Background: an optimization exercise with open tools, aiming at small area and a short achievable clock period. Do not read the settings as production practice. Only the layout flow was run in this run; the RTL was not checked for function there.

**design/flow/design.v**
```verilog
`timescale 1 ns / 1 ps
module gng_lzd (
    input [60:0] data_in,         
    output [5:0] data_out         
);
wire [63:0] d;
wire p1 [31:0];
wire [31:0] v1;
wire [1:0] p2 [15:0];
wire [15:0] v2;
wire [2:0] p3 [7:0];
wire [7:0] v3;
wire [3:0] p4 [3:0];
wire [3:0] v4;
wire [4:0] p5 [1:0];
wire [1:0] v5;
wire [5:0] p6;
assign d = {data_in, 3'b111};     
assign p1[0 ] = ~d[1 ];
assign p1[1 ] = ~d[3 ];
assign p1[2 ] = ~d[5 ];
assign p1[3 ] = ~d[7 ];
assign p1[4 ] = ~d[9 ];
assign p1[5 ] = ~d[11];
assign p1[6 ] = ~d[13];
assign p1[7 ] = ~d[15];
assign p1[8 ] = ~d[17];
assign p1[9 ] = ~d[19];
assign p1[10] = ~d[21];
assign p1[11] = ~d[23];
assign p1[12] = ~d[25];
assign p1[13] = ~d[27];
assign p1[14] = ~d[29];
assign p1[15] = ~d[31];
assign p1[16] = ~d[33];
assign p1[17] = ~d[35];
assign p1[18] = ~d[37];
assign p1[19] = ~d[39];
assign p1[20] = ~d[41];
assign p1[21] = ~d[43];
assign p1[22] = ~d[45];
assign p1[23] = ~d[47];
assign p1[24] = ~d[49];
assign p1[25] = ~d[51];
assign p1[26] = ~d[53];
assign p1[27] = ~d[55];
assign p1[28] = ~d[57];
assign p1[29] = ~d[59];
assign p1[30] = ~d[61];
assign p1[31] = ~d[63];
assign v1[0 ] = d[0 ] | d[1 ];
assign v1[1 ] = d[2 ] | d[3 ];
assign v1[2 ] = d[4 ] | d[5 ];
assign v1[3 ] = d[6 ] | d[7 ];
assign v1[4 ] = d[8 ] | d[9 ];
assign v1[5 ] = d[10] | d[11];
assign v1[6 ] = d[12] | d[13];
assign v1[7 ] = d[14] | d[15];
assign v1[8 ] = d[16] | d[17];
assign v1[9 ] = d[18] | d[19];
assign v1[10] = d[20] | d[21];
assign v1[11] = d[22] | d[23];
assign v1[12] = d[24] | d[25];
assign v1[13] = d[26] | d[27];
assign v1[14] = d[28] | d[29];
assign v1[15] = d[30] | d[31];
assign v1[16] = d[32] | d[33];
assign v1[17] = d[34] | d[35];
assign v1[18] = d[36] | d[37];
assign v1[19] = d[38] | d[39];
assign v1[20] = d[40] | d[41];
assign v1[21] = d[42] | d[43];
assign v1[22] = d[44] | d[45];
assign v1[23] = d[46] | d[47];
assign v1[24] = d[48] | d[49];
assign v1[25] = d[50] | d[51];
assign v1[26] = d[52] | d[53];
assign v1[27] = d[54] | d[55];
assign v1[28] = d[56] | d[57];
assign v1[29] = d[58] | d[59];
assign v1[30] = d[60] | d[61];
assign v1[31] = d[62] | d[63];
assign p2[0 ] = {~v1[1 ], (v1[1 ] ? p1[1 ] : p1[0 ])};
assign p2[1 ] = {~v1[3 ], (v1[3 ] ? p1[3 ] : p1[2 ])};
assign p2[2 ] = {~v1[5 ], (v1[5 ] ? p1[5 ] : p1[4 ])};
assign p2[3 ] = {~v1[7 ], (v1[7 ] ? p1[7 ] : p1[6 ])};
assign p2[4 ] = {~v1[9 ], (v1[9 ] ? p1[9 ] : p1[8 ])};
assign p2[5 ] = {~v1[11], (v1[11] ? p1[11] : p1[10])};
assign p2[6 ] = {~v1[13], (v1[13] ? p1[13] : p1[12])};
assign p2[7 ] = {~v1[15], (v1[15] ? p1[15] : p1[14])};
assign p2[8 ] = {~v1[17], (v1[17] ? p1[17] : p1[16])};
assign p2[9 ] = {~v1[19], (v1[19] ? p1[19] : p1[18])};
assign p2[10] = {~v1[21], (v1[21] ? p1[21] : p1[20])};
assign p2[11] = {~v1[23], (v1[23] ? p1[23] : p1[22])};
assign p2[12] = {~v1[25], (v1[25] ? p1[25] : p1[24])};
assign p2[13] = {~v1[27], (v1[27] ? p1[27] : p1[26])};
assign p2[14] = {~v1[29], (v1[29] ? p1[29] : p1[28])};
assign p2[15] = {~v1[31], (v1[31] ? p1[31] : p1[30])};
assign v2[0 ] = v1[1 ] | v1[0 ];
assign v2[1 ] = v1[3 ] | v1[2 ];
assign v2[2 ] = v1[5 ] | v1[4 ];
assign v2[3 ] = v1[7 ] | v1[6 ];
assign v2[4 ] = v1[9 ] | v1[8 ];
assign v2[5 ] = v1[11] | v1[10];
assign v2[6 ] = v1[13] | v1[12];
assign v2[7 ] = v1[15] | v1[14];
assign v2[8 ] = v1[17] | v1[16];
assign v2[9 ] = v1[19] | v1[18];
assign v2[10] = v1[21] | v1[20];
assign v2[11] = v1[23] | v1[22];
assign v2[12] = v1[25] | v1[24];
assign v2[13] = v1[27] | v1[26];
assign v2[14] = v1[29] | v1[28];
assign v2[15] = v1[31] | v1[30];
assign p3[0] = {~v2[1 ], (v2[1 ] ? p2[1 ] : p2[0 ])};
assign p3[1] = {~v2[3 ], (v2[3 ] ? p2[3 ] : p2[2 ])};
assign p3[2] = {~v2[5 ], (v2[5 ] ? p2[5 ] : p2[4 ])};
assign p3[3] = {~v2[7 ], (v2[7 ] ? p2[7 ] : p2[6 ])};
assign p3[4] = {~v2[9 ], (v2[9 ] ? p2[9 ] : p2[8 ])};
assign p3[5] = {~v2[11], (v2[11] ? p2[11] : p2[10])};
assign p3[6] = {~v2[13], (v2[13] ? p2[13] : p2[12])};
assign p3[7] = {~v2[15], (v2[15] ? p2[15] : p2[14])};
assign v3[0] = v2[1 ] | v2[0 ];
assign v3[1] = v2[3 ] | v2[2 ];
assign v3[2] = v2[5 ] | v2[4 ];
assign v3[3] = v2[7 ] | v2[6 ];
assign v3[4] = v2[9 ] | v2[8 ];
assign v3[5] = v2[11] | v2[10];
assign v3[6] = v2[13] | v2[12];
assign v3[7] = v2[15] | v2[14];
assign p4[0] = {~v3[1], (v3[1] ? p3[1] : p3[0])};
assign p4[1] = {~v3[3], (v3[3] ? p3[3] : p3[2])};
assign p4[2] = {~v3[5], (v3[5] ? p3[5] : p3[4])};
assign p4[3] = {~v3[7], (v3[7] ? p3[7] : p3[6])};
assign v4[0] = v3[1] | v3[0];
assign v4[1] = v3[3] | v3[2];
assign v4[2] = v3[5] | v3[4];
assign v4[3] = v3[7] | v3[6];
assign p5[0] = {~v4[1], (v4[1] ? p4[1] : p4[0])};
assign p5[1] = {~v4[3], (v4[3] ? p4[3] : p4[2])};
assign v5[0] = v4[1] | v4[0];
assign v5[1] = v4[3] | v4[2];
assign p6 = {~v5[1], (v5[1] ? p5[1] : p5[0])};
assign data_out = p6;
endmodule
`timescale 1 ns / 1 ps
module gng_coef_c2 (
    input [7:0] addr,
    output reg [16:0] d
);
always @ (*) begin
    case (addr)
        8'd0: d = 17'd83840;
        8'd1: d = 17'd48883;
        8'd2: d = 17'd25920;
        8'd3: d = 17'd8147;
        8'd4: d = 17'd88988;
        8'd5: d = 17'd59916;
        8'd6: d = 17'd42707;
        8'd7: d = 17'd31577;
        8'd8: d = 17'd83526;
        8'd9: d = 17'd57019;
        8'd10: d = 17'd41464;
        8'd11: d = 17'd31523;
        8'd12: d = 17'd77411;
        8'd13: d = 17'd52885;
        8'd14: d = 17'd38533;
        8'd15: d = 17'd29386;
        8'd16: d = 17'd71990;
        8'd17: d = 17'd49106;
        8'd18: d = 17'd35743;
        8'd19: d = 17'd27241;
        8'd20: d = 17'd67363;
        8'd21: d = 17'd45865;
        8'd22: d = 17'd33332;
        8'd23: d = 17'd25372;
        8'd24: d = 17'd63422;
        8'd25: d = 17'd43107;
        8'd26: d = 17'd31282;
        8'd27: d = 17'd23780;
        8'd28: d = 17'd60040;
        8'd29: d = 17'd40746;
        8'd30: d = 17'd29530;
        8'd31: d = 17'd22422;
        8'd32: d = 17'd57109;
        8'd33: d = 17'd38706;
        8'd34: d = 17'd28020;
        8'd35: d = 17'd21254;
        8'd36: d = 17'd54545;
        8'd37: d = 17'd36926;
        8'd38: d = 17'd26705;
        8'd39: d = 17'd20239;
        8'd40: d = 17'd52279;
        8'd41: d = 17'd35358;
        8'd42: d = 17'd25549;
        8'd43: d = 17'd19349;
        8'd44: d = 17'd50262;
        8'd45: d = 17'd33965;
        8'd46: d = 17'd24525;
        8'd47: d = 17'd18561;
        8'd48: d = 17'd48452;
        8'd49: d = 17'd32718;
        8'd50: d = 17'd23609;
        8'd51: d = 17'd17858;
        8'd52: d = 17'd46818;
        8'd53: d = 17'd31593;
        8'd54: d = 17'd22785;
        8'd55: d = 17'd17226;
        8'd56: d = 17'd45333;
        8'd57: d = 17'd30573;
        8'd58: d = 17'd22038;
        8'd59: d = 17'd16654;
        8'd60: d = 17'd43976;
        8'd61: d = 17'd29643;
        8'd62: d = 17'd21358;
        8'd63: d = 17'd16134;
        8'd64: d = 17'd42731;
        8'd65: d = 17'd28790;
        8'd66: d = 17'd20735;
        8'd67: d = 17'd15658;
        8'd68: d = 17'd41583;
        8'd69: d = 17'd28005;
        8'd70: d = 17'd20163;
        8'd71: d = 17'd15221;
        8'd72: d = 17'd40521;
        8'd73: d = 17'd27279;
        8'd74: d = 17'd19634;
        8'd75: d = 17'd14817;
        8'd76: d = 17'd39534;
        8'd77: d = 17'd26606;
        8'd78: d = 17'd19143;
        8'd79: d = 17'd14444;
        8'd80: d = 17'd38614;
        8'd81: d = 17'd25978;
        8'd82: d = 17'd18687;
        8'd83: d = 17'd14096;
        8'd84: d = 17'd37754;
        8'd85: d = 17'd25392;
        8'd86: d = 17'd18261;
        8'd87: d = 17'd13772;
        8'd88: d = 17'd36948;
        8'd89: d = 17'd24844;
        8'd90: d = 17'd17862;
        8'd91: d = 17'd13468;
        8'd92: d = 17'd36190;
        8'd93: d = 17'd24328;
        8'd94: d = 17'd17488;
        8'd95: d = 17'd13184;
        8'd96: d = 17'd35477;
        8'd97: d = 17'd23843;
        8'd98: d = 17'd17136;
        8'd99: d = 17'd12916;
        8'd100: d = 17'd34803;
        8'd101: d = 17'd23385;
        8'd102: d = 17'd16804;
        8'd103: d = 17'd12664;
        8'd104: d = 17'd34165;
        8'd105: d = 17'd22952;
        8'd106: d = 17'd16490;
        8'd107: d = 17'd12426;
        8'd108: d = 17'd33561;
        8'd109: d = 17'd22542;
        8'd110: d = 17'd16193;
        8'd111: d = 17'd12200;
        8'd112: d = 17'd32987;
        8'd113: d = 17'd22153;
        8'd114: d = 17'd15911;
        8'd115: d = 17'd11986;
        8'd116: d = 17'd32441;
        8'd117: d = 17'd21783;
        8'd118: d = 17'd15643;
        8'd119: d = 17'd11783;
        8'd120: d = 17'd31921;
        8'd121: d = 17'd21431;
        8'd122: d = 17'd15388;
        8'd123: d = 17'd11590;
        8'd124: d = 17'd31425;
        8'd125: d = 17'd21094;
        8'd126: d = 17'd15145;
        8'd127: d = 17'd11406;
        8'd128: d = 17'd30951;
        8'd129: d = 17'd20773;
        8'd130: d = 17'd14913;
        8'd131: d = 17'd11230;
        8'd132: d = 17'd30497;
        8'd133: d = 17'd20466;
        8'd134: d = 17'd14691;
        8'd135: d = 17'd11061;
        8'd136: d = 17'd30063;
        8'd137: d = 17'd20173;
        8'd138: d = 17'd14479;
        8'd139: d = 17'd10901;
        8'd140: d = 17'd29646;
        8'd141: d = 17'd19891;
        8'd142: d = 17'd14275;
        8'd143: d = 17'd10746;
        8'd144: d = 17'd29246;
        8'd145: d = 17'd19620;
        8'd146: d = 17'd14080;
        8'd147: d = 17'd10599;
        8'd148: d = 17'd28861;
        8'd149: d = 17'd19360;
        8'd150: d = 17'd13892;
        8'd151: d = 17'd10456;
        8'd152: d = 17'd28492;
        8'd153: d = 17'd19110;
        8'd154: d = 17'd13711;
        8'd155: d = 17'd10320;
        8'd156: d = 17'd28135;
        8'd157: d = 17'd18870;
        8'd158: d = 17'd13538;
        8'd159: d = 17'd10189;
        8'd160: d = 17'd27792;
        8'd161: d = 17'd18638;
        8'd162: d = 17'd13370;
        8'd163: d = 17'd10062;
        8'd164: d = 17'd27461;
        8'd165: d = 17'd18414;
        8'd166: d = 17'd13209;
        8'd167: d = 17'd9940;
        8'd168: d = 17'd27141;
        8'd169: d = 17'd18199;
        8'd170: d = 17'd13053;
        8'd171: d = 17'd9822;
        8'd172: d = 17'd26832;
        8'd173: d = 17'd17990;
        8'd174: d = 17'd12903;
        8'd175: d = 17'd9709;
        8'd176: d = 17'd26534;
        8'd177: d = 17'd17788;
        8'd178: d = 17'd12758;
        8'd179: d = 17'd9599;
        8'd180: d = 17'd26245;
        8'd181: d = 17'd17593;
        8'd182: d = 17'd12617;
        8'd183: d = 17'd9492;
        8'd184: d = 17'd25965;
        8'd185: d = 17'd17405;
        8'd186: d = 17'd12481;
        8'd187: d = 17'd9390;
        8'd188: d = 17'd25694;
        8'd189: d = 17'd17222;
        8'd190: d = 17'd12349;
        8'd191: d = 17'd9290;
        8'd192: d = 17'd25432;
        8'd193: d = 17'd17045;
        8'd194: d = 17'd12222;
        8'd195: d = 17'd9194;
        8'd196: d = 17'd25178;
        8'd197: d = 17'd16874;
        8'd198: d = 17'd12098;
        8'd199: d = 17'd9100;
        8'd200: d = 17'd24933;
        8'd201: d = 17'd16708;
        8'd202: d = 17'd11979;
        8'd203: d = 17'd9010;
        8'd204: d = 17'd24697;
        8'd205: d = 17'd16549;
        8'd206: d = 17'd11864;
        8'd207: d = 17'd8923;
        8'd208: d = 17'd24474;
        8'd209: d = 17'd16397;
        8'd210: d = 17'd11754;
        8'd211: d = 17'd8840;
        8'd212: d = 17'd24268;
        8'd213: d = 17'd16255;
        8'd214: d = 17'd11650;
        8'd215: d = 17'd8761;
        8'd216: d = 17'd24088;
        8'd217: d = 17'd16129;
        8'd218: d = 17'd11557;
        8'd219: d = 17'd8689;
        8'd220: d = 17'd23954;
        8'd221: d = 17'd16029;
        8'd222: d = 17'd11480;
        8'd223: d = 17'd8628;
        8'd224: d = 17'd23908;
        8'd225: d = 17'd15977;
        8'd226: d = 17'd11432;
        8'd227: d = 17'd8586;
        8'd228: d = 17'd24029;
        8'd229: d = 17'd16017;
        8'd230: d = 17'd11440;
        8'd231: d = 17'd8581;
        8'd232: d = 17'd24481;
        8'd233: d = 17'd16238;
        8'd234: d = 17'd11559;
        8'd235: d = 17'd8648;
        8'd236: d = 17'd0;
        8'd237: d = 17'd0;
        8'd238: d = 17'd0;
        8'd239: d = 17'd0;
        8'd240: d = 17'd0;
        8'd241: d = 17'd0;
        8'd242: d = 17'd0;
        8'd243: d = 17'd0;
        8'd244: d = 17'd0;
        8'd245: d = 17'd0;
        8'd246: d = 17'd0;
        8'd247: d = 17'd0;
        default: d = 17'd0;
    endcase
end
endmodule
module gng_coef_k1 (
    input [7:0] addr,
    output reg [16:0] d
);
always @ (*) begin
    case (addr)
        8'd0: d = 17'd102514;
        8'd1: d = 17'd92199;
        8'd2: d = 17'd86162;
        8'd3: d = 17'd82951;
        8'd4: d = 17'd79070;
        8'd5: d = 17'd68105;
        8'd6: d = 17'd60693;
        8'd7: d = 17'd55396;
        8'd8: d = 17'd66134;
        8'd9: d = 17'd55839;
        8'd10: d = 17'd48783;
        8'd11: d = 17'd43639;
        8'd12: d = 17'd57755;
        8'd13: d = 17'd48215;
        8'd14: d = 17'd41670;
        8'd15: d = 17'd36890;
        8'd16: d = 17'd51803;
        8'd17: d = 17'd42932;
        8'd18: d = 17'd36856;
        8'd19: d = 17'd32421;
        8'd20: d = 17'd47313;
        8'd21: d = 17'd39012;
        8'd22: d = 17'd33338;
        8'd23: d = 17'd29203;
        8'd24: d = 17'd43778;
        8'd25: d = 17'd35964;
        8'd26: d = 17'd30631;
        8'd27: d = 17'd26751;
        8'd28: d = 17'd40907;
        8'd29: d = 17'd33511;
        8'd30: d = 17'd28470;
        8'd31: d = 17'd24807;
        8'd32: d = 17'd38519;
        8'd33: d = 17'd31483;
        8'd34: d = 17'd26695;
        8'd35: d = 17'd23220;
        8'd36: d = 17'd36492;
        8'd37: d = 17'd29774;
        8'd38: d = 17'd25206;
        8'd39: d = 17'd21893;
        8'd40: d = 17'd34747;
        8'd41: d = 17'd28307;
        8'd42: d = 17'd23933;
        8'd43: d = 17'd20765;
        8'd44: d = 17'd33223;
        8'd45: d = 17'd27032;
        8'd46: d = 17'd22831;
        8'd47: d = 17'd19789;
        8'd48: d = 17'd31878;
        8'd49: d = 17'd25911;
        8'd50: d = 17'd21864;
        8'd51: d = 17'd18936;
        8'd52: d = 17'd30681;
        8'd53: d = 17'd24915;
        8'd54: d = 17'd21007;
        8'd55: d = 17'd18182;
        8'd56: d = 17'd29606;
        8'd57: d = 17'd24023;
        8'd58: d = 17'd20242;
        8'd59: d = 17'd17509;
        8'd60: d = 17'd28634;
        8'd61: d = 17'd23218;
        8'd62: d = 17'd19552;
        8'd63: d = 17'd16903;
        8'd64: d = 17'd27750;
        8'd65: d = 17'd22488;
        8'd66: d = 17'd18927;
        8'd67: d = 17'd16356;
        8'd68: d = 17'd26942;
        8'd69: d = 17'd21821;
        8'd70: d = 17'd18357;
        8'd71: d = 17'd15857;
        8'd72: d = 17'd26198;
        8'd73: d = 17'd21208;
        8'd74: d = 17'd17835;
        8'd75: d = 17'd15400;
        8'd76: d = 17'd25512;
        8'd77: d = 17'd20644;
        8'd78: d = 17'd17354;
        8'd79: d = 17'd14980;
        8'd80: d = 17'd24876;
        8'd81: d = 17'd20121;
        8'd82: d = 17'd16909;
        8'd83: d = 17'd14591;
        8'd84: d = 17'd24285;
        8'd85: d = 17'd19636;
        8'd86: d = 17'd16496;
        8'd87: d = 17'd14231;
        8'd88: d = 17'd23733;
        8'd89: d = 17'd19184;
        8'd90: d = 17'd16111;
        8'd91: d = 17'd13896;
        8'd92: d = 17'd23217;
        8'd93: d = 17'd18760;
        8'd94: d = 17'd15752;
        8'd95: d = 17'd13583;
        8'd96: d = 17'd22732;
        8'd97: d = 17'd18364;
        8'd98: d = 17'd15415;
        8'd99: d = 17'd13290;
        8'd100: d = 17'd22276;
        8'd101: d = 17'd17991;
        8'd102: d = 17'd15099;
        8'd103: d = 17'd13015;
        8'd104: d = 17'd21846;
        8'd105: d = 17'd17639;
        8'd106: d = 17'd14801;
        8'd107: d = 17'd12756;
        8'd108: d = 17'd21440;
        8'd109: d = 17'd17307;
        8'd110: d = 17'd14520;
        8'd111: d = 17'd12512;
        8'd112: d = 17'd21055;
        8'd113: d = 17'd16993;
        8'd114: d = 17'd14253;
        8'd115: d = 17'd12281;
        8'd116: d = 17'd20690;
        8'd117: d = 17'd16695;
        8'd118: d = 17'd14001;
        8'd119: d = 17'd12062;
        8'd120: d = 17'd20342;
        8'd121: d = 17'd16412;
        8'd122: d = 17'd13762;
        8'd123: d = 17'd11854;
        8'd124: d = 17'd20012;
        8'd125: d = 17'd16143;
        8'd126: d = 17'd13534;
        8'd127: d = 17'd11656;
        8'd128: d = 17'd19697;
        8'd129: d = 17'd15886;
        8'd130: d = 17'd13317;
        8'd131: d = 17'd11468;
        8'd132: d = 17'd19396;
        8'd133: d = 17'd15641;
        8'd134: d = 17'd13111;
        8'd135: d = 17'd11289;
        8'd136: d = 17'd19109;
        8'd137: d = 17'd15407;
        8'd138: d = 17'd12913;
        8'd139: d = 17'd11118;
        8'd140: d = 17'd18834;
        8'd141: d = 17'd15183;
        8'd142: d = 17'd12724;
        8'd143: d = 17'd10954;
        8'd144: d = 17'd18570;
        8'd145: d = 17'd14969;
        8'd146: d = 17'd12543;
        8'd147: d = 17'd10797;
        8'd148: d = 17'd18317;
        8'd149: d = 17'd14763;
        8'd150: d = 17'd12369;
        8'd151: d = 17'd10646;
        8'd152: d = 17'd18073;
        8'd153: d = 17'd14565;
        8'd154: d = 17'd12202;
        8'd155: d = 17'd10502;
        8'd156: d = 17'd17839;
        8'd157: d = 17'd14375;
        8'd158: d = 17'd12042;
        8'd159: d = 17'd10363;
        8'd160: d = 17'd17614;
        8'd161: d = 17'd14193;
        8'd162: d = 17'd11888;
        8'd163: d = 17'd10230;
        8'd164: d = 17'd17397;
        8'd165: d = 17'd14016;
        8'd166: d = 17'd11739;
        8'd167: d = 17'd10102;
        8'd168: d = 17'd17188;
        8'd169: d = 17'd13847;
        8'd170: d = 17'd11596;
        8'd171: d = 17'd9978;
        8'd172: d = 17'd16986;
        8'd173: d = 17'd13683;
        8'd174: d = 17'd11458;
        8'd175: d = 17'd9858;
        8'd176: d = 17'd16791;
        8'd177: d = 17'd13525;
        8'd178: d = 17'd11325;
        8'd179: d = 17'd9743;
        8'd180: d = 17'd16603;
        8'd181: d = 17'd13372;
        8'd182: d = 17'd11196;
        8'd183: d = 17'd9632;
        8'd184: d = 17'd16421;
        8'd185: d = 17'd13224;
        8'd186: d = 17'd11072;
        8'd187: d = 17'd9524;
        8'd188: d = 17'd16244;
        8'd189: d = 17'd13081;
        8'd190: d = 17'd10951;
        8'd191: d = 17'd9420;
        8'd192: d = 17'd16073;
        8'd193: d = 17'd12942;
        8'd194: d = 17'd10835;
        8'd195: d = 17'd9319;
        8'd196: d = 17'd15907;
        8'd197: d = 17'd12808;
        8'd198: d = 17'd10722;
        8'd199: d = 17'd9222;
        8'd200: d = 17'd15747;
        8'd201: d = 17'd12678;
        8'd202: d = 17'd10612;
        8'd203: d = 17'd9127;
        8'd204: d = 17'd15591;
        8'd205: d = 17'd12552;
        8'd206: d = 17'd10506;
        8'd207: d = 17'd9035;
        8'd208: d = 17'd15440;
        8'd209: d = 17'd12429;
        8'd210: d = 17'd10403;
        8'd211: d = 17'd8946;
        8'd212: d = 17'd15294;
        8'd213: d = 17'd12311;
        8'd214: d = 17'd10303;
        8'd215: d = 17'd8860;
        8'd216: d = 17'd15154;
        8'd217: d = 17'd12196;
        8'd218: d = 17'd10206;
        8'd219: d = 17'd8776;
        8'd220: d = 17'd15020;
        8'd221: d = 17'd12086;
        8'd222: d = 17'd10113;
        8'd223: d = 17'd8695;
        8'd224: d = 17'd14894;
        8'd225: d = 17'd11982;
        8'd226: d = 17'd10024;
        8'd227: d = 17'd8618;
        8'd228: d = 17'd14779;
        8'd229: d = 17'd11885;
        8'd230: d = 17'd9940;
        8'd231: d = 17'd8544;
        8'd232: d = 17'd14681;
        8'd233: d = 17'd11797;
        8'd234: d = 17'd9863;
        8'd235: d = 17'd8475;
        8'd236: d = 17'd13792;
        8'd237: d = 17'd11190;
        8'd238: d = 17'd9418;
        8'd239: d = 17'd8133;
        8'd240: d = 17'd0;
        8'd241: d = 17'd0;
        8'd242: d = 17'd0;
        8'd243: d = 17'd0;
        8'd244: d = 17'd0;
        8'd245: d = 17'd0;
        8'd246: d = 17'd0;
        8'd247: d = 17'd0;
        default: d = 17'd0;
    endcase
end
endmodule
module gng_coef_c0 (
    input [7:0] addr,
    output reg [17:0] d
);
always @ (*) begin
    case (addr)
        8'd0: d = 18'd11053;
        8'd1: d = 18'd8011;
        8'd2: d = 18'd5224;
        8'd3: d = 18'd2581;
        8'd4: d = 18'd18850;
        8'd5: d = 18'd16551;
        8'd6: d = 18'd14539;
        8'd7: d = 18'd12725;
        8'd8: d = 18'd25138;
        8'd9: d = 18'd23233;
        8'd10: d = 18'd21598;
        8'd11: d = 18'd20154;
        8'd12: d = 18'd30522;
        8'd13: d = 18'd28867;
        8'd14: d = 18'd27462;
        8'd15: d = 18'd26235;
        8'd16: d = 18'd35292;
        8'd17: d = 18'd33812;
        8'd18: d = 18'd32566;
        8'd19: d = 18'd31483;
        8'd20: d = 18'd39612;
        8'd21: d = 18'd38264;
        8'd22: d = 18'd37134;
        8'd23: d = 18'd36156;
        8'd24: d = 18'd43586;
        8'd25: d = 18'd42340;
        8'd26: d = 18'd41300;
        8'd27: d = 18'd40403;
        8'd28: d = 18'd47281;
        8'd29: d = 18'd46119;
        8'd30: d = 18'd45151;
        8'd31: d = 18'd44318;
        8'd32: d = 18'd50749;
        8'd33: d = 18'd49655;
        8'd34: d = 18'd48746;
        8'd35: d = 18'd47967;
        8'd36: d = 18'd54024;
        8'd37: d = 18'd52989;
        8'd38: d = 18'd52130;
        8'd39: d = 18'd51394;
        8'd40: d = 18'd57136;
        8'd41: d = 18'd56151;
        8'd42: d = 18'd55335;
        8'd43: d = 18'd54636;
        8'd44: d = 18'd60105;
        8'd45: d = 18'd59164;
        8'd46: d = 18'd58385;
        8'd47: d = 18'd57719;
        8'd48: d = 18'd62949;
        8'd49: d = 18'd62047;
        8'd50: d = 18'd61300;
        8'd51: d = 18'd60663;
        8'd52: d = 18'd65683;
        8'd53: d = 18'd64815;
        8'd54: d = 18'd64097;
        8'd55: d = 18'd63485;
        8'd56: d = 18'd68318;
        8'd57: d = 18'd67480;
        8'd58: d = 18'd66788;
        8'd59: d = 18'd66198;
        8'd60: d = 18'd70863;
        8'd61: d = 18'd70053;
        8'd62: d = 18'd69385;
        8'd63: d = 18'd68815;
        8'd64: d = 18'd73327;
        8'd65: d = 18'd72542;
        8'd66: d = 18'd71895;
        8'd67: d = 18'd71344;
        8'd68: d = 18'd75718;
        8'd69: d = 18'd74956;
        8'd70: d = 18'd74328;
        8'd71: d = 18'd73794;
        8'd72: d = 18'd78040;
        8'd73: d = 18'd77300;
        8'd74: d = 18'd76690;
        8'd75: d = 18'd76171;
        8'd76: d = 18'd80301;
        8'd77: d = 18'd79580;
        8'd78: d = 18'd78986;
        8'd79: d = 18'd78481;
        8'd80: d = 18'd82504;
        8'd81: d = 18'd81801;
        8'd82: d = 18'd81222;
        8'd83: d = 18'd80730;
        8'd84: d = 18'd84653;
        8'd85: d = 18'd83967;
        8'd86: d = 18'd83402;
        8'd87: d = 18'd82922;
        8'd88: d = 18'd86752;
        8'd89: d = 18'd86082;
        8'd90: d = 18'd85530;
        8'd91: d = 18'd85061;
        8'd92: d = 18'd88804;
        8'd93: d = 18'd88149;
        8'd94: d = 18'd87610;
        8'd95: d = 18'd87151;
        8'd96: d = 18'd90813;
        8'd97: d = 18'd90171;
        8'd98: d = 18'd89644;
        8'd99: d = 18'd89195;
        8'd100: d = 18'd92781;
        8'd101: d = 18'd92152;
        8'd102: d = 18'd91635;
        8'd103: d = 18'd91196;
        8'd104: d = 18'd94710;
        8'd105: d = 18'd94094;
        8'd106: d = 18'd93587;
        8'd107: d = 18'd93156;
        8'd108: d = 18'd96603;
        8'd109: d = 18'd95998;
        8'd110: d = 18'd95500;
        8'd111: d = 18'd95078;
        8'd112: d = 18'd98461;
        8'd113: d = 18'd97867;
        8'd114: d = 18'd97378;
        8'd115: d = 18'd96964;
        8'd116: d = 18'd100286;
        8'd117: d = 18'd99702;
        8'd118: d = 18'd99223;
        8'd119: d = 18'd98815;
        8'd120: d = 18'd102080;
        8'd121: d = 18'd101506;
        8'd122: d = 18'd101035;
        8'd123: d = 18'd100634;
        8'd124: d = 18'd103845;
        8'd125: d = 18'd103280;
        8'd126: d = 18'd102816;
        8'd127: d = 18'd102423;
        8'd128: d = 18'd105581;
        8'd129: d = 18'd105025;
        8'd130: d = 18'd104569;
        8'd131: d = 18'd104182;
        8'd132: d = 18'd107290;
        8'd133: d = 18'd106743;
        8'd134: d = 18'd106294;
        8'd135: d = 18'd105913;
        8'd136: d = 18'd108974;
        8'd137: d = 18'd108435;
        8'd138: d = 18'd107993;
        8'd139: d = 18'd107617;
        8'd140: d = 18'd110633;
        8'd141: d = 18'd110102;
        8'd142: d = 18'd109666;
        8'd143: d = 18'd109296;
        8'd144: d = 18'd112269;
        8'd145: d = 18'd111745;
        8'd146: d = 18'd111315;
        8'd147: d = 18'd110950;
        8'd148: d = 18'd113882;
        8'd149: d = 18'd113365;
        8'd150: d = 18'd112941;
        8'd151: d = 18'd112582;
        8'd152: d = 18'd115473;
        8'd153: d = 18'd114963;
        8'd154: d = 18'd114545;
        8'd155: d = 18'd114190;
        8'd156: d = 18'd117044;
        8'd157: d = 18'd116540;
        8'd158: d = 18'd116128;
        8'd159: d = 18'd115778;
        8'd160: d = 18'd118594;
        8'd161: d = 18'd118097;
        8'd162: d = 18'd117690;
        8'd163: d = 18'd117344;
        8'd164: d = 18'd120125;
        8'd165: d = 18'd119634;
        8'd166: d = 18'd119232;
        8'd167: d = 18'd118891;
        8'd168: d = 18'd121637;
        8'd169: d = 18'd121153;
        8'd170: d = 18'd120755;
        8'd171: d = 18'd120418;
        8'd172: d = 18'd123132;
        8'd173: d = 18'd122653;
        8'd174: d = 18'd122260;
        8'd175: d = 18'd121927;
        8'd176: d = 18'd124609;
        8'd177: d = 18'd124136;
        8'd178: d = 18'd123747;
        8'd179: d = 18'd123418;
        8'd180: d = 18'd126069;
        8'd181: d = 18'd125601;
        8'd182: d = 18'd125217;
        8'd183: d = 18'd124892;
        8'd184: d = 18'd127514;
        8'd185: d = 18'd127051;
        8'd186: d = 18'd126671;
        8'd187: d = 18'd126349;
        8'd188: d = 18'd128942;
        8'd189: d = 18'd128484;
        8'd190: d = 18'd128109;
        8'd191: d = 18'd127790;
        8'd192: d = 18'd130355;
        8'd193: d = 18'd129902;
        8'd194: d = 18'd129531;
        8'd195: d = 18'd129216;
        8'd196: d = 18'd131754;
        8'd197: d = 18'd131305;
        8'd198: d = 18'd130938;
        8'd199: d = 18'd130626;
        8'd200: d = 18'd133138;
        8'd201: d = 18'd132694;
        8'd202: d = 18'd132330;
        8'd203: d = 18'd132022;
        8'd204: d = 18'd134509;
        8'd205: d = 18'd134069;
        8'd206: d = 18'd133709;
        8'd207: d = 18'd133404;
        8'd208: d = 18'd135866;
        8'd209: d = 18'd135430;
        8'd210: d = 18'd135074;
        8'd211: d = 18'd134771;
        8'd212: d = 18'd137210;
        8'd213: d = 18'd136779;
        8'd214: d = 18'd136425;
        8'd215: d = 18'd136126;
        8'd216: d = 18'd138541;
        8'd217: d = 18'd138114;
        8'd218: d = 18'd137764;
        8'd219: d = 18'd137467;
        8'd220: d = 18'd139860;
        8'd221: d = 18'd139437;
        8'd222: d = 18'd139090;
        8'd223: d = 18'd138796;
        8'd224: d = 18'd141167;
        8'd225: d = 18'd140747;
        8'd226: d = 18'd140404;
        8'd227: d = 18'd140113;
        8'd228: d = 18'd142462;
        8'd229: d = 18'd142046;
        8'd230: d = 18'd141706;
        8'd231: d = 18'd141417;
        8'd232: d = 18'd143746;
        8'd233: d = 18'd143334;
        8'd234: d = 18'd142996;
        8'd235: d = 18'd142710;
        8'd236: d = 18'd145019;
        8'd237: d = 18'd144610;
        8'd238: d = 18'd144276;
        8'd239: d = 18'd143992;
        8'd240: d = 18'd146281;
        8'd241: d = 18'd145876;
        8'd242: d = 18'd145544;
        8'd243: d = 18'd145263;
        8'd244: d = 18'd150004;
        8'd245: d = 18'd148773;
        8'd246: d = 18'd147532;
        8'd247: d = 18'd146801;
        default: d = 18'd0;
    endcase
end
endmodule
`timescale 1 ns / 1 ps
module gng_interp (
    input clk,
    input rstn,
    input valid_in,
    input [63:0] data_in,
    output reg valid_out,
    output reg [15:0] data_out
);
reg [63:0] d0;
reg v0, rf0;
always @ (posedge clk) begin
    d0 <= data_in;
    v0 <= valid_in & rstn;
    rf0 <= rstn;
end
wire [5:0] lzd0;
gng_lzd u_lzd (.data_in(d0[63:3]), .data_out(lzd0));
wire [14:0] x0 = {d0[3], d0[4], d0[5], d0[6], d0[7], d0[8], d0[9], d0[10],
                  d0[11], d0[12], d0[13], d0[14], d0[15], d0[16], d0[17]};
reg [5:0] lzd1;
reg [1:0] off1;
reg [14:0] x1;
reg s1, v1;
wire [14:0] clr1 = (lzd1 >= 6'd46 && lzd1 <= 6'd60) ? (15'd1 << (lzd1 - 6'd46)) : 15'd0;
always @ (posedge clk) begin
    lzd1 <= rf0 ? lzd0 : 6'd0;
    off1 <= {d0[1], d0[2]};
    x1 <= x0 & ~clr1;
    s1 <= d0[0];
    v1 <= rstn & v0;
end
wire [7:0] a1 = {lzd1, off1};
wire [16:0] c2_1;
gng_coef_c2 u_c2 (.addr(a1), .d(c2_1));
reg [16:0] c2_2;
reg [7:0] a2;
reg [14:0] x2;
reg s2, v2;
always @ (posedge clk) begin
    c2_2 <= c2_1; a2 <= a1; x2 <= x1; s2 <= s1; v2 <= rstn & v1;
end
wire [16:0] k1_2;
gng_coef_k1 u_k1 (.addr(a2), .d(k1_2));
wire [35:0] t1 = {k1_2, 19'h7ffff} + 36'h80000 - x2 * c2_2;
reg [15:0] u3;
reg [7:0] a3;
reg [14:0] x3;
reg s3, v3;
always @ (posedge clk) begin
    u3 <= t1[35:20]; a3 <= a2; x3 <= x2; s3 <= s2; v3 <= rstn & v2;
end
wire [17:0] c0_3;
gng_coef_c0 u_c0 (.addr(a3), .d(c0_3));
wire [36:0] t2 = {c0_3, 19'd0} - x3 * u3;
reg [14:0] r4;
reg s4, v4;
always @ (posedge clk) begin
    r4 <= t2[36:22]; s4 <= s3; v4 <= rstn & v3;
end
reg [15:0] o5, o6, o7, o8;
reg v5, v6, v7, v8;
always @ (posedge clk) begin
    o5 <= s4 ? -{1'b0, r4} : {1'b0, r4};
    o6 <= o5; o7 <= o6; o8 <= o7; data_out <= o8;
    v5 <= rstn & v4; v6 <= rstn & v5; v7 <= rstn & v6; v8 <= rstn & v7;
    valid_out <= rstn & v8;
end
endmodule
```
**design/flow/config.mk**
```make
export PLATFORM = sky130hd
export DESIGN_NAME = gng_interp
export DESIGN_NICKNAME = gng_interp
export VERILOG_FILES = /design/flow/design.v
export SDC_FILE = /design/flow/constraint.sdc
export NUM_CORES = 4
export LEC_CHECK = 0
export ABC_AREA = 1
export CAP_MARGIN = 20
export CORE_MARGIN = 2
export CORE_UTILIZATION = 40
export SLEW_MARGIN = 20
export SYNTH_MEMORY_MAX_BITS = 16384
```
**design/flow/constraint.sdc**
```tcl
create_clock -name core_clock -period 8.0 [get_ports {clk}]
set_input_delay 1.6000 -clock core_clock [delete_from_list [all_inputs] [get_ports {clk}]]
set_output_delay 1.6000 -clock core_clock [all_outputs]
set_load 0.01 [all_outputs]
```
**design/flow/run.sh**
```bash
#!/bin/bash
# synth_recipe.tcl (not shown) runs the flow's synth.tcl, then flattens the netlist and writes it again
# the make line also repeats each setting of config.mk as NAME=value (left out here)
make -C /OpenROAD-flow-scripts/flow DESIGN_CONFIG=/design/flow/config.mk WORK_HOME=/design/flow/orfs CLKGATE_MAP_FILE= SYNTH_SCRIPT=/design/flow/synth_recipe.tcl finish
```
==> flow_metrics.tcl <==
set metrics [dict create \
    slew_violations 0 \
    drc 0 \
    num_rows 112 \
    io_buffers 83 \
    place_hpwl_um 150000 \
    status "timing/DRC/antenna clean" \
    wirelength_um 198000 \
    multi_input_area_sq_um 26300 \
    synth_fa_ha_area_frac 0.312 \
    clk_pin_slew_ns 0.06 \
    cts_setup_buffers 0 \
    yosysUniqueCellTypes 58 \
    nets 6139 \
    hold_depth 0 \
    cts.htree.levels 2 \
    synth_flop_cell "dfxtp_1" \
    synth_compound_area_frac 0.141 \
    die_height_um 310 \
    first_global_vias 39600 \
    dieArea_sq_um 96000 \
    ys_seq_area_frac 0.162 \
    clock_latency_ns 0.62 \
    max_freq_mhz 171 \
    holdWs_ns 0.323 \
    cts.sinks 303 \
    antenna_found_initial 19 \
    drive_gt1_frac 0.0371 \
    crit_type "flip-flop to flip-flop" \
    layout_worst_path_cycle_share 0.730 \
    io_pins 84 \
    final_cells 6688 \
    syn_nets 6197 \
    start_util 0.402 \
    clockRootBuffer "clkbuf_16" \
    slew_headroom 0.200 \
    fp.dieW_um 310 \
    n_fill_cell 9867 \
    gr-usage-all-layers 0.412 \
    setup_viol 0 \
    cts_buffer_depth 3 \
    ys_ff_latch 303 \
    synth_area_sq_um 37400 \
    async_flop_share 0 \
    vias 39600 \
    gp_congestion 1.15 \
    final_util 0.437 \
    finalHoldViolations 0 \
    min_from "x1[11]" \
    worstPathRequired_ns 8.49 \
    rsz0062_at_grt "false" \
    synthCells 5448 \
    synth_warnings 5 \
    fin_tns_setup_ns 0 \
    synthXorXnorAreaFrac 0.00679 \
    r2r_start "x2[6]" \
    start_kind "flip-flop" \
    syn_avg_cell_area_sq_um 6.87 \
    gr-total-overflow 0 \
    hold_class "flip-flop to flip-flop" \
    slowest_stage "dfxtp_1" \
    tightest_slew_ns 1.19 \
    maxCapViolations 0 \
    cts_hold_buf 0 \
    synth_edf_count 0 \
    ctsResizeCount 0 \
    max_stage_delay_ns 0.92 \
    skew_ns 0.0221 \
    synth_top_family_by_area "adder cells" \
    rr_worst_depth 20 \
    grt_max_degree 93 \
    rrSetupSlack_ns 2.16 \
    regArea_sq_um 6080 \
    drt-wirelength-per-cell_um 29.7 \
    cts_tree "yes" \
    cp_data_arrival_time_ns 6.33 \
    antenna_left 0 \
    area_growth_pct 8.55 \
    via_per_inst 5.93 \
    dpl.cell_count 6605 \
    r2r_end "u3[14]" \
    grt_pass1_wl_um 282000 \
    end_kind "flip-flop" \
    synthMuxAreaShare 0 \
    dr.pass1.iters 7 \
    path_common_cell "fa_1" \
    core_region_area_sq_um 93000 \
    worst_hold_path.endpoint "x2[11]" \
    synthSimpleGateAreaFrac 0.243 \
    cts_buffers 37 \
    fin_crit_ns 5.84 \
    crit_path_max_fanout 18 \
    crit_path_cell_trace "nand2_1 -> fa_1 -> inv_1 -> fa_1 -> inv_1 -> fa_1 -> fa_1 -> fa_1 -> fa_1 -> ha_1 -> a21oi_1 -> inv_1 -> a31oi_1 -> o21ai_0 -> inv_1 -> nor2_1 -> nor2_1 -> nand2_1 -> nand2_1 -> nand2_1" \
    drt-initial-drc-count 5331 \
]
==> sequential cells by signal (all words and copies together), names as in the netlist, 8 cells and up <==
signal / count
x3: 15
a2: 8
o5: 16
k1_2: 17
o6: 16
data_out: 16
x2: 15
o8: 16
c2_2: 17
x1: 15
r4: 15
c0_3: 18
o7: 16
u3: 16
d0: 64
==> routing by layer <==
metal  up-vias  GRT usage  share of wire
met5         -          0        0.00038
met4        10      0.260          0.075
met3       705      0.139           0.12
met2      2583      0.617           0.42
met1     19400      0.508           0.39
li1      17000          -              -
==> final cells by class <==
| cell class | count | share of cell area |
|---|---|---|
| diodes | 15 | 0.000924 |
| repair buffers | 140 | 0.0319 |
| clock buffers | 43 | 0.0241 |
| well taps | 1254 | 0.0386 |
| clock inverters | 25 | 0.00893 |
| inverters | 1066 | 0.0986 |
| flip-flops and latches | 303 | 0.150 |
| multi-input cells | 3842 | 0.647 |
==> worst max-delay path by stage <==
| stage | end | cells after the start | from |
|---|---|---|---|
| floorplan | u3[9] | 18 | x2[0] |
| global placement | r4[13] | 17 | x3[6] |
| detailed placement | u3[15] | 18 | x2[9] |
| CTS | u3[14] | 20 | x2[6] |
| global route | u3[15] | 18 | x2[6] |
| finish | u3[14] | 20 | x2[6] |
==> logic make-up after synthesis <==
kind of cell / after synthesis
AOI/OAI and AO/OA: 911
and+or+nand+nor: 2220
DFF: 303
xor gates and xnor gates: 29
adders and majority gates: 682
buffers and inverters: 1303
==> Yosys cell counts (all sizes together) (72+ instances only) <==
cell type	count	share of area
nand2	1448	0.15
inv	1064	0.11
fa	420	0.22
nor2	366	0.039
o21ai	347	0.046
dfxtp	303	0.16
nand3	288	0.039
a21oi	273	0.037
ha	262	0.088
clkbuf	143	0.014
buf	94	0.014
o211ai	72	0.014
==> worst max-delay path, delay by kind of cell (launching register included) <==
kind                     cells  cell delay [ns]
flip-flops                   1             0.92
adder cells (fa/ha/maj)      7             3.37
AO/OA/AOI/OAI                3             0.65
buffers and inverters        4             0.26
AND/OR/NAND/NOR              6             0.52
==> cell usage in the layout, fill, tap and decap left out, types with 37 or more instances in the layout <==
master / instances
nor3_1: 55
a31oi_1: 66
nand3_1: 288
a21oi_1: 271
ha_1: 262
nand4_1: 38
fa_1: 420
nand2_1: 1427
o21ai_0: 331
o211ai_1: 72
nor2_1: 342
dfxtp_1: 296
inv_1: 1045
buf_4: 54
clkbuf_16: 37
clkdlybuf4s50_1: 83
==> through the flow <==
stage          cell area, sq um  setup WS [ns]
4_1_cts                   40600           2.21
3_5_place_dp              39200           2.21
2_1_floorplan             37400           2.70
3_3_place_gp              39200           2.28
5_1_grt                   40600           1.82
6_report                  40600           2.16

[what the ideal ports hide]
In the flow no input, the clock included, has a driving cell. The finished layout below was timed again as built, in two steps.
Step 1: set_driving_cell puts a clkbuf_16 on clk and a buf_2 on each other input, an assumption about the parent block.
Step 2 times the ports against the registers' clock, not the clock port: input delays grow and output delays shrink by t, the midpoint of the rising clock arrivals with the driver on.
a / b / c = no drivers / after step 1 / after step 2; a / b = the first two.
shift t [ns]: 0.673
slack for setup (ns): 2.164 / 2.164 / 2.164
hold slack, ns: 0.323 / 0.323 / 0.323
worst setup path at the end: register to register
worst slew at a driven data input, ns: 0.15
After both steps this run still meets setup and hold. The setup slack of this run moves by 0.000 ns with the drivers and by 0.000 ns with both steps.
